This design comes from an exercise in tuning for small area and a short achievable clock period on the open sky130 flow, not from production work. Function was checked by simulation only, so behaviour that the tests miss may differ from the original. Power is estimated from default activity; no workload was simulated.

== job 1621 ==
==> flow/design.v <==
`timescale 1ns / 1ps
module quant_pre(
    input             clk,
    input             rst,
    input      [31:0] i_max,
    input      [31:0] i_activation,
    output reg [23:0] o_p,      
    output reg        o_a24,    
    output reg [22:0] o_nm,     
    output reg [2:0]  o_sh,     
    output reg        o_sat     
);
    wire [7:0]  em = i_max[30:23];
    wire [7:0]  ea = i_activation[30:23];
    wire [22:0] mm = i_max[22:0];
    wire [22:0] ma = i_activation[22:0];
    wire [7:0]  d  = em - ea;
    wire big  = ea > em;
    wire zero = ea < (em - 8'd8);
    wire eq   = (ea == em);
    reg [24:0] a;
    always @(*) begin
        if (zero & ~big)
            a = 25'd0;
        else if (eq)
            a = {1'b1, ma, 1'b0};
        else
            a = {2'b01, ma};
    end
    always @(posedge clk) begin
        o_p   <= a[23:0] ^ {1'b0, ~mm};
        o_a24 <= a[24];
        o_nm  <= ~mm;
        o_sh  <= eq ? 3'd0 : (d[2:0] - 3'd1);
        o_sat <= big | (eq & ~zero & (ma >= mm));
    end
endmodule
`timescale 1ns / 1ps
module quant_divider (
    input  [23:0] i_p,
    input         i_v24,
    input  [22:0] i_nm,
    output        o_bit,
    output [23:1] o_p,
    output        o_r23
);
    localparam N = 24;
    localparam L = 5;
    wire [N-1:0] b = {1'b0, i_nm};
    wire [N-1:0] p = i_p;
    wire [N-1:0] g = ~p & b;                   
    wire [N-1:0] G [0:2*L-1];
    wire [N-1:0] P [0:2*L-1];
    assign G[0] = {g[N-1:1], p[0] | b[0]};
    assign P[0] = {p[N-1:1], 1'b0};
    genvar l, i;
    generate
        for (l = 0; l < L; l = l + 1) begin : g_up
            for (i = 0; i < N; i = i + 1) begin : g_bit
                if (((i + 1) % (2 << l)) == 0) begin : m
                    assign G[l+1][i] = G[l][i] | (P[l][i] & G[l][i - (1 << l)]);
                    assign P[l+1][i] = P[l][i] & P[l][i - (1 << l)];
                end else begin : k
                    assign G[l+1][i] = G[l][i];
                    assign P[l+1][i] = P[l][i];
                end
            end
        end
        for (l = L - 2; l >= 0; l = l - 1) begin : g_dn
            for (i = 0; i < N; i = i + 1) begin : g_bit
                if (((i + 1) % (2 << l)) == (1 << l) && i > (1 << l)) begin : m
                    assign G[2*L-1-l][i] = G[2*L-2-l][i] | (P[2*L-2-l][i] & G[2*L-2-l][i - (1 << l)]);
                    assign P[2*L-1-l][i] = P[2*L-2-l][i] & P[2*L-2-l][i - (1 << l)];
                end else begin : k
                    assign G[2*L-1-l][i] = G[2*L-2-l][i];
                    assign P[2*L-1-l][i] = P[2*L-2-l][i];
                end
            end
        end
    endgenerate
    wire [N-1:0] cy  = G[2*L-1];               
    wire [N-1:0] cin = {cy[N-2:0], 1'b1};      
    assign o_bit = i_v24 | cy[N-1];
    wire [N:0]   bn  = {2'b00, i_nm};          
    wire [N-1:0] x   = p ^ bn[N:1];
    wire [N-1:0] sel = o_bit ? cin : b;
    wire [N-1:0] r   = x ^ sel ^ bn[N:1];
    assign o_r23 = r[N-1];
    assign o_p   = x[N-2:0] ^ sel[N-2:0];
endmodule
`timescale 1ns / 1ps
module quantizer(
    input         clk,
    input         rst,
    input  [31:0] i_max,
    input  [31:0] i_activation,
    output [7:0]  o_index
);
    wire [23:0] p0;
    wire        a24;
    wire [22:0] nm0;
    wire [2:0]  sh0;
    wire        sat0;
    quant_pre u_quant_pre(
        .clk(clk), .rst(rst), .i_max(i_max), .i_activation(i_activation),
        .o_p(p0), .o_a24(a24), .o_nm(nm0), .o_sh(sh0), .o_sat(sat0)
    );
    wire [23:1] p   [1:8];
    wire        r23 [1:8];
    wire [22:0] nm  [1:8];
    wire [2:0]  sh  [1:8];
    wire        sat [1:8];
    wire [7:0]  q   [1:8];    
    wire c1;
    quant_divider u_step1(.i_p(p0), .i_v24(a24), .i_nm(nm0),
                          .o_bit(c1), .o_p(p[1]), .o_r23(r23[1]));
    assign nm[1]  = nm0;
    assign sh[1]  = sh0;
    assign sat[1] = sat0;
    assign q[1]   = {7'd0, c1};
    genvar k;
    generate
        for (k = 2; k <= 8; k = k + 1) begin : g_stage
            reg [23:1] r_p;
            reg        r_r23;
            reg [22:0] r_nm;
            reg [2:0]  r_sh;
            reg        r_sat;
            reg [6:0]  r_q;
            always @(posedge clk) begin
                r_p   <= p[k-1];
                r_r23 <= r23[k-1];
                r_nm  <= nm[k-1];
                r_sh  <= sh[k-1];
                r_sat <= sat[k-1];
                r_q   <= q[k-1][6:0];
            end
            wire c;
            quant_divider u_step(.i_p({r_p, r_nm[0]}), .i_v24(r_r23), .i_nm(r_nm),
                                 .o_bit(c), .o_p(p[k]), .o_r23(r23[k]));
            assign nm[k]  = r_nm;
            assign sh[k]  = r_sh;
            assign sat[k] = r_sat;
            assign q[k]   = {r_q, c};
        end
    endgenerate
    wire [7:0] idx = sat[8] ? 8'hff : (q[8] >> sh[8]);
    reg [3:0] r_cnt;
    reg [7:0] r_index;
    always @(posedge clk or posedge rst) begin
        if (rst) begin
            r_cnt   <= 4'd0;
            r_index <= 8'd0;
        end else begin
            if (!r_cnt[3])
                r_cnt <= r_cnt + 4'd1;
            r_index <= idx & {8{r_cnt[3]}};
        end
    end
    assign o_index = r_index;
endmodule
==> flow/config.mk <==
export PLATFORM = sky130hd
export DESIGN_NAME = quantizer
export DESIGN_NICKNAME = quantizer
export VERILOG_FILES = /design/flow/design.v
export SDC_FILE = /design/flow/constraint.sdc
export NUM_CORES = 4
export LEC_CHECK = 0
export CAP_MARGIN = 20
export CORE_MARGIN = 2
export CORE_UTILIZATION = 60
export CTS_CLUSTER_DIAMETER = 100
export CTS_CLUSTER_SIZE = 30
export SETUP_SLACK_MARGIN = 2.6
export SLEW_MARGIN = 20
==> flow/constraint.sdc <==
create_clock -name core_clock -period 5.0 [get_ports {clk}]
set_input_delay 1.0000 -clock core_clock [delete_from_list [all_inputs] [get_ports {clk}]]
set_output_delay 1.0000 -clock core_clock [all_outputs]
set_load 0.01 [all_outputs]
standard.sh (not shown) runs the stock make flow with config.mk's settings and CLKGATE_MAP_FILE= SYNTH_SCRIPT=/design/flow/synth_recipe.tcl, a recipe that flattens the netlist after the stock synthesis.
==> flow/flow/run.sh <==
#!/bin/bash
# The standard ORFS layout, run whole; the only change is the cell used
# for the input and output port buffers (the smallest plain buffer instead of the
# delay buffer the resizer picks by default).
set -euo pipefail
export BUFFER_PORTS_ARGS="-buffer_cell sky130_fd_sc_hd__buf_1"
bash standard.sh > standard.log 2>&1
Input-level comparison between job 414 and job 1621:
-- flow/config.mk --
<<< job 1621, line 10
export CORE_UTILIZATION = 60
>>> job 414, line 10
export CORE_UTILIZATION = 55
<<< job 1621, line 13
export SETUP_SLACK_MARGIN = 2.6
>>> job 414, line 13
export SETUP_SLACK_MARGIN = 2.5
Findings:
Die area on job 414 is behind job 1621.
From job 1621 to job 414, total of flip-flops plus latches after synthesis did not move at all.
Share of final layout cell area taken by non-clock buffers came out lower on job 414 than on job 1621.
Going from job 1621 to job 414, growth of design area from synthesis to finish shows a reduction of 4.0 points, total via count after detailed routing shows a reduction of about 3%.
Between job 414 and job 1621, the clock-pin slew reported for the worst setup and hold paths after clock tree synthesis does not differ in any meaningful way.
Edits applied to the flow inputs when going from job 414 to job 9104:
==> flow/flow/run.sh <==
#!/bin/bash
# The standard ORFS layout, run whole; the only change is the cell used
# for the input and output port buffers (a plain buffer instead of the
# delay buffer the resizer picks by default).
set -euo pipefail
export BUFFER_PORTS_ARGS="-buffer_cell sky130_fd_sc_hd__buf_2"
bash standard.sh > standard.log 2>&1
-- flow/config.mk --
<<< job 414, line 10
export CORE_UTILIZATION = 55
>>> job 9104, line 10
export CORE_UTILIZATION = 60
<<< job 414, line 13
export SETUP_SLACK_MARGIN = 2.5
>>> job 9104, line 13
export SETUP_SLACK_MARGIN = 2.0
==> notes.md <==
- Job 9104 leaves less setup margin than job 414.
- Tapcell count (job 9104 over job 414): decrease, 53
- Going from job 414 to job 9104, time the worst path needs with I/O delays and setup grows by 0.26 ns.
- Die area sits lower in job 9104 than in job 414.
- Compared with job 414, job 9104 ends up with less cell area.
- From job 414 to job 9104 the numbers moved as follows: total design power went down; later-pin clock latency in the skew report went down; relative area of clock buffers and inverters in the final design went up; effective utilization at floorplan went up.
- | sequential share of layout area | job 9104 vs job 414 | 2.8 points higher |
- Going from job 414 to job 9104, the area added between synthesis and finish was found to have gone down by 8.0 points.
Relative to job 9104, the following input files were edited for job 6219:
==> flow/flow/run.sh <==
#!/bin/bash
# The standard ORFS layout, run whole; the only change is the cell used
# for the input and output port buffers (the smallest plain buffer instead of the
# delay buffer the resizer picks by default).
set -euo pipefail
export BUFFER_PORTS_ARGS="-buffer_cell sky130_fd_sc_hd__buf_1"
bash standard.sh > standard.log 2>&1
-- flow/config.mk --
<<< job 9104, line 8
>>> job 6219, line 8
export ABC_AREA = 1
<<< job 9104, line 13
export SETUP_SLACK_MARGIN = 2.0
>>> job 6219, line 14
export SETUP_SLACK_MARGIN = 3.1
[summary]
Job 6219 ended up with a lower proportion of cell area occupied by registers than job 9104 did. | simple-gate share of the synthesized area | higher: job 6219 |. Between job 9104 and job 6219, number of gates resized after CTS is higher for job 6219, job 9104 comes in under that. Delta (job 6219 minus job 9104): clock network latency to the later pin of the worst-skew pair went up, number of instances in the synthesized netlist went up, portion of the clock cycle consumed by the worst path in the final layout went down. Job 6219 ended with every stage complete and zero timing, DRC or antenna violations.
#### Input delta (job 4624 over job 6219)
-- flow/config.mk --
<<< job 6219, line 14
export SETUP_SLACK_MARGIN = 3.1
>>> job 4624, line 14
export SETUP_SLACK_MARGIN = 2.9
### Flow results
Job 4624: done, clean on timing, DRC and antenna
[job 4624 vs job 6219] combinational power share: lower in job 4624
Higher share of total power in sequential cells goes to job 4624 over job 6219.
As of job 4624, placer congestion estimate had risen slightly compared to job 6219.
Relative to job 6219, the detail-routed via count per cell of job 4624 is lower by about 3.5%.
Compared with job 6219, in job 4624 core utilization has decreased, non-clock buffer count in the final layout moved down.
Re detailed router's first-iteration violation count: job 4624 is 71 down on job 6219.
Compared with job 6219, job 4624 shows routed wire length on met2 that has gone down by more than 10%.
Re internal power consumption: job 6219 was higher than job 4624.
From job 6219 to job 4624, die outline area did not move at all.

-- afterwards: timing with drivers on the ports --
How much do the figures lean on ideal ports? The routed layouts below were timed once more, with nothing changed but the port constraints. Step 1 sets driving cells, clkbuf_16 on the clock port and buf_2 on the other inputs (assumed; they add their load-dependent delay and slew). Step 2 moves the port delays by t, midway between the first and last clock arrival at a register: inputs arrive t later, outputs are due t later. That takes back most of the time a late clock gives input paths. a / b / c = ideal ports / drivers / drivers and shift; a / b = the first two.
run | t, ns | setup WS [ns] | hold WS [ns] | slew at the worst register clock pin (ns) | cell pins on the clock port's net
job 1621 | 0.571 | 2.390 / 2.392 / 1.822 | 0.333 / 0.333 / 0.333 | 0.10 / 0.10 | 1
job 414 | 0.577 | 2.458 / 2.445 / 1.867 | 0.332 / 0.332 / 0.332 | 0.10 / 0.10 | 1
job 9104 | 0.568 | 2.197 / 2.197 / 1.855 | 0.332 / 0.332 / 0.332 | 0.10 / 0.10 | 1
job 6219 | 0.580 | 2.735 / 2.739 / 2.159 | 0.333 / 0.333 / 0.333 | 0.11 / 0.11 | 1
job 4624 | 0.573 | 2.732 / 2.732 / 2.159 | 0.327 / 0.327 / 0.327 | 0.11 / 0.11 | 1
After both steps every run listed still meets setup and hold. The setup slack of job 414, which loses most, moves by -0.013 ns with the drivers and by -0.591 ns with both steps.
